Background: an optimization exercise with open tools, aiming at small area and few clock cycles. Do not read the settings as production practice. Only simulation tests tie the RTL to the original design; equivalence was not proved. Power and IR drop assume default switching activity.

===== design/flow/constraint.sdc =====
create_clock -name core_clock -period 10.0 [get_ports {clock}]
set_input_delay 2.0000 -clock core_clock [delete_from_list [all_inputs] [get_ports {clock}]]
set_output_delay 2.0000 -clock core_clock [all_outputs]
set_load 0.01 [all_outputs]

===== design/flow/run.sh =====
#!/bin/bash
# synth_recipe.tcl (not shown) runs the flow's synth.tcl, then flattens the netlist and writes it again
# the make line also repeats each setting of config.mk as NAME=value (left out here)
make -C /OpenROAD-flow-scripts/flow DESIGN_CONFIG=/design/flow/config.mk WORK_HOME=/design/flow/orfs CLKGATE_MAP_FILE= SYNTH_SCRIPT=/design/flow/synth_recipe.tcl finish

===== design/flow/design.v =====
module c6502
(
    input               clock,
    input               ce,
    input               reset_n,
    output      [15:0]  address,
    input       [ 7:0]  in,
    output reg  [ 7:0]  out,
    output reg          we
);
assign address = cp ? ab : pc;
localparam
    LDC = 0,
    ZP  = 1,    ZPX = 2,    ZPY = 3,
    ABS = 4,    ABX = 5,    ABY = 6,    ABZ = 7,
    IX  = 8,    IX2 = 9,    IX3 = 10,
    IY  = 11,   IY2 = 12,   IY3 = 13,
    RUN = 14,   BRA = 15,
    JP1 = 16,   JP2 = 17,
    JND = 18,   TRM = 19,   POP = 20,   JSR = 21,
    RTS = 22;
localparam
    ORA = 0,    AND = 1,    EOR = 2,    ADC = 3,
    STA = 4,    LDA = 5,    CMP = 6,    SBC = 7,
    ASL = 8,    ROL = 9,    LSR = 10,   ROR = 11,
    BIT = 13,   DEC = 14,   INC = 15;
localparam
    DST_A = 0,  DST_X = 1,  DST_Y = 2,  DST_S = 3,
    SRC_D = 0,  SRC_X = 1,  SRC_Y = 2,  SRC_A = 3;
reg [ 7:0]  a, x, y, s, p;
reg         cp;
reg [ 4:0]  t;           
reg [ 2:0]  m;           
reg [15:0]  ab, pc;
reg [ 7:0]  op, w;       
reg [ 3:0]  alu;         
reg [ 1:0]  dst, src;
wire [8:0] zpx = in + x;
wire [8:0] zpy = in + y;
wire [3:0] bra = {p[1], p[0], p[6], p[7]};  
wire [7:0] sn  = s + 1;
always @(posedge clock)
if (reset_n == 1'b0) begin
    p  <= 8'b01100001;
    t  <= 1'b0;
    cp <= 1'b0;
    pc <= 16'h0000;
    a  <= 8'h80;
    x  <= 8'hFE;
    y  <= 8'hDA;
    s  <= 8'h00;
    we <= 1'b0;
end
else if (ce) begin
    we  <= 1'b0;
    case (t)
    LDC: begin
        pc  <= pc + 1;
        m   <= 0;
        op  <= in;
        dst <= DST_A;
        src <= SRC_D;
        casex (in)
        8'b010_011_00: t <= JP1;  
        8'b011_011_00: t <= JND;  
        8'b001_000_00: t <= JSR;  
        8'b011_000_00: t <= RTS;  
        8'bxxx_000_x1: t <= IX;
        8'bxxx_010_x1,
        8'b1xx_000_x0: t <= RUN;  
        8'bxxx_100_x1: t <= IY;
        8'bxxx_110_x1: t <= ABY;
        8'bxxx_001_xx: t <= ZP;
        8'bxxx_011_xx,
        8'b001_000_00: t <= ABS;
        8'b10x_101_1x: t <= ZPY;
        8'bxxx_101_xx: t <= ZPX;
        8'b10x_111_1x: t <= ABY;
        8'bxxx_111_xx: t <= ABX;
        8'bxxx_100_00: t <= BRA;
        default:       t <= RUN;
        endcase
        casex (in)
        8'bxxx_xxx_01: begin alu <= in[7:5]; end
        8'b100_xx1_x0: begin alu <= STA; end
        8'b101_xx1_x0,
        8'b101_000_x0,
        8'b101_010_00,
        8'b10x_010_10,
        8'b100_110_00: begin alu <= LDA; end
        8'b11x_000_00,
        8'b11x_xx1_00: begin alu <= CMP; end
        8'b001_0x1_00: begin alu <= BIT; end
        8'b110_xx1_10,
        8'b100_010_00,
        8'b110_010_10: begin alu <= DEC; end
        8'b111_xx1_10,
        8'b11x_010_00: begin alu <= INC; end
        8'b00x_110_00: begin p[0] <= in[5]; t <= LDC; end  
        8'b01x_110_00: begin p[2] <= in[5]; t <= LDC; end  
        8'b101_110_00: begin p[6] <= 1'b0;  t <= LDC; end  
        8'b11x_110_00: begin p[3] <= in[5]; t <= LDC; end  
        8'b0xx_010_10: begin alu <= {1'b1, in[7:5]}; src <= SRC_A; end
        8'b0xx_xx1_10: begin alu <= {1'b1, in[7:5]}; end
        8'b111_010_10: begin t <= LDC; end
        8'b100_110_10: begin t <= LDC; s <= x; end
        8'b101_110_10: begin x <= s; p[7] <= s[7]; p[1] <= s == 0; t <= LDC; end
        8'b0x0_010_00: begin
            t   <= TRM;
            we  <= 1;
            cp  <= 1;
            out <= in[6] ? a : (p | 8'h30);
            ab  <= {8'h01, s};
            s   <= s - 1;
        end
        8'b0x1_010_00: begin t <= POP; cp <= 1; ab <= {8'h01, sn}; s <= sn; end
        8'b011_000_00: begin cp <= 1; ab <= {8'h01, sn}; end
        endcase
        casex (in)
        8'h86, 8'hA6, 8'hB6, 8'h96, 8'h8E, 8'hAE,
        8'hBE, 8'hA2, 8'hCA, 8'hE8, 8'h9A,
        8'hE0, 8'b111_xx1_00:
            dst <= DST_X;
        8'hA0, 8'h84, 8'hA4, 8'h88, 8'hC8,
        8'h8C, 8'hAC, 8'h94, 8'hB4, 8'hBC,
        8'hC0, 8'b110_xx1_00:
            dst <= DST_Y;
        endcase
        case (in)
        8'hE8, 8'hCA, 8'h8A: src <= SRC_X;  
        8'h88, 8'hC8, 8'h98: src <= SRC_Y;  
        8'hA8, 8'hAA: src <= SRC_A;  
        endcase
    end
    ZP:  begin t <= RUN; ab <= in;       cp <= 1; pc <= pc + 1; end
    ZPX: begin t <= RUN; ab <= zpx[7:0]; cp <= 1; pc <= pc + 1; end
    ZPY: begin t <= RUN; ab <= zpy[7:0]; cp <= 1; pc <= pc + 1; end
    ABS: begin t <= ABZ; pc <= pc + 1; ab <= in; end
    ABX: begin t <= ABZ; pc <= pc + 1; ab <= zpx; end
    ABY: begin t <= ABZ; pc <= pc + 1; ab <= zpy; end
    ABZ: begin t <= RUN; pc <= pc + 1; ab[15:8] <= ab[15:8] + in; cp <= 1; end
    IX:  begin t <= IX2; pc <= pc + 1; cp <= 1; ab <= zpx[7:0]; end
    IY:  begin t <= IY2; pc <= pc + 1; cp <= 1; ab <= in; end
    IX2: begin t <= IX3; w  <= in; ab[7:0] <= ab[7:0] + 1; end
    IY2: begin t <= IY3; w  <= in; ab[7:0] <= ab[7:0] + 1; end
    IX3: begin t <= RUN; ab <= {in, w}; end
    IY3: begin t <= RUN; ab <= {in, w} + y; end
    BRA: begin t <= LDC; pc <= pc + 1 + ((bra[op[7:6]] == op[5]) ? {{8{in[7]}}, in[7:0]} : 0); end
    JP1: begin t <= JP2; pc <= pc + 1; w <= in; end
    JP2: begin t <= LDC; pc <= {in, w}; end
    JND: case (m)
        0: begin m <= 1;   ab[ 7:0] <= in; pc <= pc + 1; end
        1: begin m <= 2;   ab[15:8] <= in; pc <= pc + 1; cp <= 1; end
        2: begin m <= 3;   pc[ 7:0] <= in; ab[7:0] <= ab[7:0] + 1; end
        3: begin t <= LDC; pc[15:8] <= in; cp <= 0; end
    endcase
    POP: begin t <= LDC; cp <= 0; if (op[6]) begin a <= in; p[7] <= in[7]; p[1] <= in == 0; end else p <= in; end
    JSR: case (m)
        0: begin m <= 1; w  <= in; pc <= pc + 1; end
        1: begin m <= 2; we <= 1; out <= pc[15:8]; ab      <= {8'h01, s};  pc[15:8] <= in; cp <= 1;end
        2: begin m <= 3; we <= 1; out <= pc[ 7:0]; ab[7:0] <= ab[7:0] - 1; pc[7:0]  <= w;  end
        3: begin t <= LDC; cp <= 0; s <= s - 2; end
    endcase
    RTS: case (m)
        0: begin m <= 1;   pc[7:0] <= in; ab[7:0] <= ab[7:0] + 1; end
        1: begin t <= LDC; pc <= {in, pc[7:0]} + 1; s <= s + 2; cp <= 0; end
    endcase
    RUN: begin
        cp <= 0;
        t  <= LDC;
        casex (op) 8'bxxx_010_x1, 8'b1xx_000_x0: pc <= pc + 1; endcase
        casex (op)
            8'b100_xxx_01,
            8'b100_xx1_x0: begin t <= TRM; out <= R; we <= 1'b1; cp <= 1'b1; end
            8'bxxx_xxx_01,
            8'b0xx_010_10,
            8'b100_010_10,
            8'b100_110_00: begin a <= R; p <= F; end
            8'b101_xx1_00,
            8'b101_000_00,
            8'b1x0_010_00,
            8'b101_010_00: begin y <= R; p <= F; end
            8'b101_xx1_10,
            8'b101_000_10,
            8'b111_010_00,
            8'b110_010_10,
            8'b101_010_10: begin x <= R; p <= F; end
            8'b0xx_xx1_10,
            8'b11x_xx1_10: begin t <= TRM; out <= R; we <= 1'b1; cp <= 1'b1; p <= F; end
            8'b110_xxx_01,
            8'b11x_000_00,
            8'b11x_xx1_00,
            8'b001_0x1_00: begin p <= F; end
        endcase
    end
    TRM: begin cp <= 0; t <= LDC; end
    endcase
end
wire [7:0] op1 =
    dst == DST_A ? a :
    dst == DST_X ? x :
    dst == DST_Y ? y : s;
wire [7:0] op2 =
    src == SRC_A ? a :
    src == SRC_X ? x :
    src == SRC_Y ? y : in;
wire [8:0] R =
    alu == ORA ? op1 | op2 :
    alu == AND ? op1 & op2 :
    alu == EOR ? op1 ^ op2 :
    alu == ADC ? op1 + op2 + cin :
    alu == STA ? op1 :
    alu == LDA ? op2 :
    alu == CMP ? op1 - op2 :
    alu == SBC ? op1 - op2 - !cin :
    alu == ASL ? {op2[6:0], 1'b0} :
    alu == ROL ? {op2[6:0], cin} :
    alu == LSR ? {1'b0, op2[7:1]} :
    alu == ROR ? {cin, op2[7:1]} :
    alu == BIT ? op1 & op2 :
    alu == DEC ? op2 - 1 :
    alu == INC ? op2 + 1 : 0;
wire sign  =  R[7];         
wire zero  = ~|R[7:0];      
wire oadc  = (op1[7] ^ op2[7] ^ 1'b1) & (op1[7] ^ R[7]);
wire osbc  = (op1[7] ^ op2[7] ^ 1'b0) & (op1[7] ^ R[7]);
wire cin   =  p[0];
wire carry =  R[8];
wire [7:0] F =
    alu == ADC ? {sign, oadc, p[5:2], zero,  carry} :
    alu == CMP ? {sign,       p[6:2], zero, ~carry} :
    alu == SBC ? {sign, osbc, p[5:2], zero, ~carry} :
    alu == ASL || alu == ROL ? {sign, p[6:2], zero, op2[7]} :
    alu == LSR || alu == ROR ? {sign, p[6:2], zero, op2[0]} :
    alu == BIT ? {op2[7:6], p[5:2], zero, p[0]} :
                 {sign,     p[6:2], zero, p[0]};
endmodule

===== design/flow/config.mk =====
export PLATFORM = sky130hd
export DESIGN_NAME = c6502
export DESIGN_NICKNAME = c6502
export VERILOG_FILES = /design/flow/design.v
export SDC_FILE = /design/flow/constraint.sdc
export NUM_CORES = 4
export LEC_CHECK = 0
export CAP_MARGIN = 20
export CORE_MARGIN = 2
export CORE_UTILIZATION = 40
export SLEW_MARGIN = 20

==> summary.txt <==
Outcome
  – Status: no timing/DRC/antenna violations

Floorplanning
  – Die H: around 190 um
  – Num rows: 66
  – Die X: 185 um
  – Core box area: 32500 um^2
  – Ports: 36
  – Initial cell density of the core: 0.404
  – Die ar.: 34300 um^2

Synthesis
  – Synth Instances: approximately 1.7k
  – Primary FF master, synth: dfxtp_1
  – Yosys warns: 1
  – #FFs+latches synth: ~110
  – Post-synth EDFFs: 50
  – Distinct cell type count after synthesis: 96
  – Synthesized area per cell: 7.54 um^2
  – Syn nets: 1839
  – Async set-or-reset flop fraction in the synthesized netlist: 0
  – Sequential-to-total area share from yosys stat: 0.208
  – Post-Syn Area: 13100 um^2

Route
  – Post-DRT Antenna Nets: 0
  – Vias per cell: roughly 6.5
  – Number of vias after detailed routing: 13.9k
  – Remaining DRCs: 0
  – Average wire per standard cell: 23.0 um
  – First DRT Iteration DRCs: 1694
  – Final wirelength: 49.3 mm
  – First-pass iteration count of the detailed router: 9

Clock network
  – Num Clock Sinks: approximately 110
  – CTS Buffer Depth: 2
  – Num CTS Buffers: 9
  – # Post-CTS Setup Buffers: 0
  – CTS root buf: clkbuf_16
  – # resized after CTS: 0
  – TritonCTS clock tree: yes
  – Clock Latency Late Sink: 0.38 ns
  – Hold_buf cts: 0
  – Reg clk slew, reported paths: ~0.090 ns
  – Htree depth: 3

STA
  – Final Cycle Share: 0.600
  – Final setup viols: 0
  – Setup TNS: 0 ns
  – Max Freq: between 150 and 200 MHz
  – Fin. Hold Viols: 0
  – Final setup skew: 0.0134 ns
  – Fin crit period: ~6 ns
  – Slew Viols, Final: 0
  – Worst-Margin Slew: approximately 1.2 ns
  – RSZ-0062 raised after global routing: false
  – Rel. slew slack: 0.224

Worst setup path
  – CP Data Arrival Time: 6.13 ns
  – CP Class: primary input to flip-flop
  – CP endpoint kind: flip-flop
  – Critical Path Fanout Max: 32
  – Crit path largest cell delay: ~0.48 ns
  – Worst flop-to-flop path endpoint: pc[15]
  – Flop-to-flop setup slack: slightly above 5 ns
  – Reg2reg start: op[7]
  – Crit path launch type: primary input
  – R2R depth: 15
  – Critical path cell sequence: clkdlybuf4s50_1 > buf_4 > mux4_2 > inv_1 > ha_1 > or2_2 > a21o_1 > o41ai_1 > xnor2_1 > nand4_1 > nor4_1 > o21ai_1 > a21oi_2 > o41ai_2 > a21oi_1 > o21ai_0
  – CP max stage cell: mux4_2
  – WP data required: 10.13 ns

Finish
  – Nets: roughly 1.8k
  – Most frequent cells in the layout: nand2_1 (195), a21oi_1 (159), nor2_1 (158)
  – Synth-to-Final Area Change: 7.18%
  – Fin cells: 2140
  – Share of layout cells above drive strength 1: 0.0642
  – Most common cell after layout, fill and taps aside: nand2_1
  – Largest registers: ab x16, pc x16

GRT
  – First-pass GRT wire length: 76.3 mm
  – Number of global-route vias before repair: 12.9k
  – Total GRT Usage: 0.289
  – Grt total ovfl: 0
  – Largest net degree at the start of global routing: 48
  – Initial antenna violation count: 0

Pwr
  – Leak: ~0.0053 uW
  – Peak supply drop: between 80 and 90 uV
  – Pwr dens: 118 nW/um^2

Min path
  – Hold worst-path end: p[7]
  – Min-Delay Startpoint: p[7]
  – Hold/Removal Path Class: flip-flop to flip-flop
  – Worst hold stages: 2

Place
  – I/O Buffers: 35
  – Final HPWL DP: 36.2 mm
  – Placed Cells: 2123
  – GP Congestion: 0.975

Run
  – Max-Cap Viols: 0
[layout make-up]
cell class,instances,area [um^2]
Fill cell,3365,18400
Timing Repair Buffer,67,576
Clock buffer,11,233
Antenna cell,1,2.50
Clock inverter,5,65.1
Tap cell,442,553
Inverter,73,274
Multi-Input combinational cell,1430,9640
Sequential cell,111,2720
[cell families after synthesis]
group                    share of synthesized area
AO/OA/AOI/OAI                                0.304
AND/OR/NAND/NOR                              0.201
buffers and inverters                       0.0595
flip-flops                                   0.208
XOR/XNOR                                    0.0648
adder cells (fa/ha/maj)                     0.0895
multiplexers                                0.0733
[synthesized netlist by cell type (11+ instances only)]
cell type / number / area share
nor2_1: 159 / 0.045
and2_1: 14 / 0.0067
a31oi_1: 27 / 0.013
nand2b_1: 14 / 0.0067
mux2i_1: 32 / 0.024
clkbuf_1: 102 / 0.029
nand4_1: 14 / 0.0067
a21oi_1: 159 / 0.061
nor2b_1: 20 / 0.0095
a21o_1: 22 / 0.013
o21ai_0: 133 / 0.051
o22ai_1: 14 / 0.0067
a211oi_1: 16 / 0.0092
nand3_1: 45 / 0.017
nor3_1: 56 / 0.021
xor2_1: 34 / 0.023
a22oi_1: 15 / 0.0086
or3_1: 11 / 0.0052
nand2_1: 195 / 0.056
edfxtp_1: 50 / 0.11
inv_1: 69 / 0.020
o211ai_1: 27 / 0.015
dfxtp_1: 61 / 0.093
o21bai_1: 24 / 0.014
and3_1: 14 / 0.0067
a222oi_1: 11 / 0.0084
ha_1: 81 / 0.077
xnor2_1: 63 / 0.042
mux4_2: 14 / 0.024
mux2_2: 15 / 0.013
a221oi_1: 18 / 0.012
[critical path: cells and delay by family]
family          cells  cell delay [ns]
mux                 1             0.48
xor+xnor            1             0.34
compound gates      7             1.14
buf+inv             3             0.93
fa+ha+maj           1             0.37
simple gates        3             0.85
[stage by stage]
stage	worst slack [ns]	utilization	power [uW]	cell area [um^2]	hold slack [ns]
6_report	4.00	0.433	1650	14100	0.508
5_1_grt	3.72	0.433	1750	14100	0.538
4_1_cts	4.03	0.433	1650	14100	0.500
3_5_place_dp	3.64	0.424	1260	13800	0.488
3_3_place_gp	3.66	0.424	1250	13800	0.478
2_1_floorplan	4.49	-	1040	13100	0.447
[worst max-delay path by stage]
stage                from  cells after the start  slack, ns      to
detailed placement  in[1]                     15       3.64  out[7]
global placement    in[3]                      9       3.66   ab[2]
global route        in[2]                     16       3.72  out[7]
finish              in[2]                     16       4.00  out[7]
floorplan           in[1]                     16       4.49  out[7]
CTS                 in[1]                     15       4.03  out[7]
[report_power, final]
| group | switching, uW | internal, uW |
|---|---|---|
| sequential | 57.5 | 509 |
| clock | 190 | 198 |
| combinational | 426 | 274 |
[layer usage]
metal	GRT usage	vias up	wire, um
met1	0.371	6603	19900
met4	0.122	0	2040
met2	0.479	735	22900
met5	0	-	0
li1	-	6402	-
met3	0.0478	135	4450
Testbench counts, summed over its fixed seeds: cycles 95,498.

separate check: timing with driven ports:
The flow's constraints put no driver on any port. The routed layout listed below was extracted and timed again, unchanged, in two steps.
Step 1: set_driving_cell puts a clkbuf_16 on clock and a buf_2 on each other input, an assumption about the parent block.
Step 2 times the ports against the registers' clock, not the clock port: input delays grow and output delays shrink by t, the midpoint of the rising clock arrivals with the driver on.
Slacks: ideal / step 1 / step 2; pairs: ideal / step 1.
shift t [ns]: 0.429
setup WS [ns]: 4.001 / 4.032 / 3.602
worst setup path at the end: input to register
cell pins on the clock port's net: 1
After both steps this run still meets setup and hold. For this run, drivers alone change the setup slack by +0.031 ns; drivers and shift together by -0.399 ns.
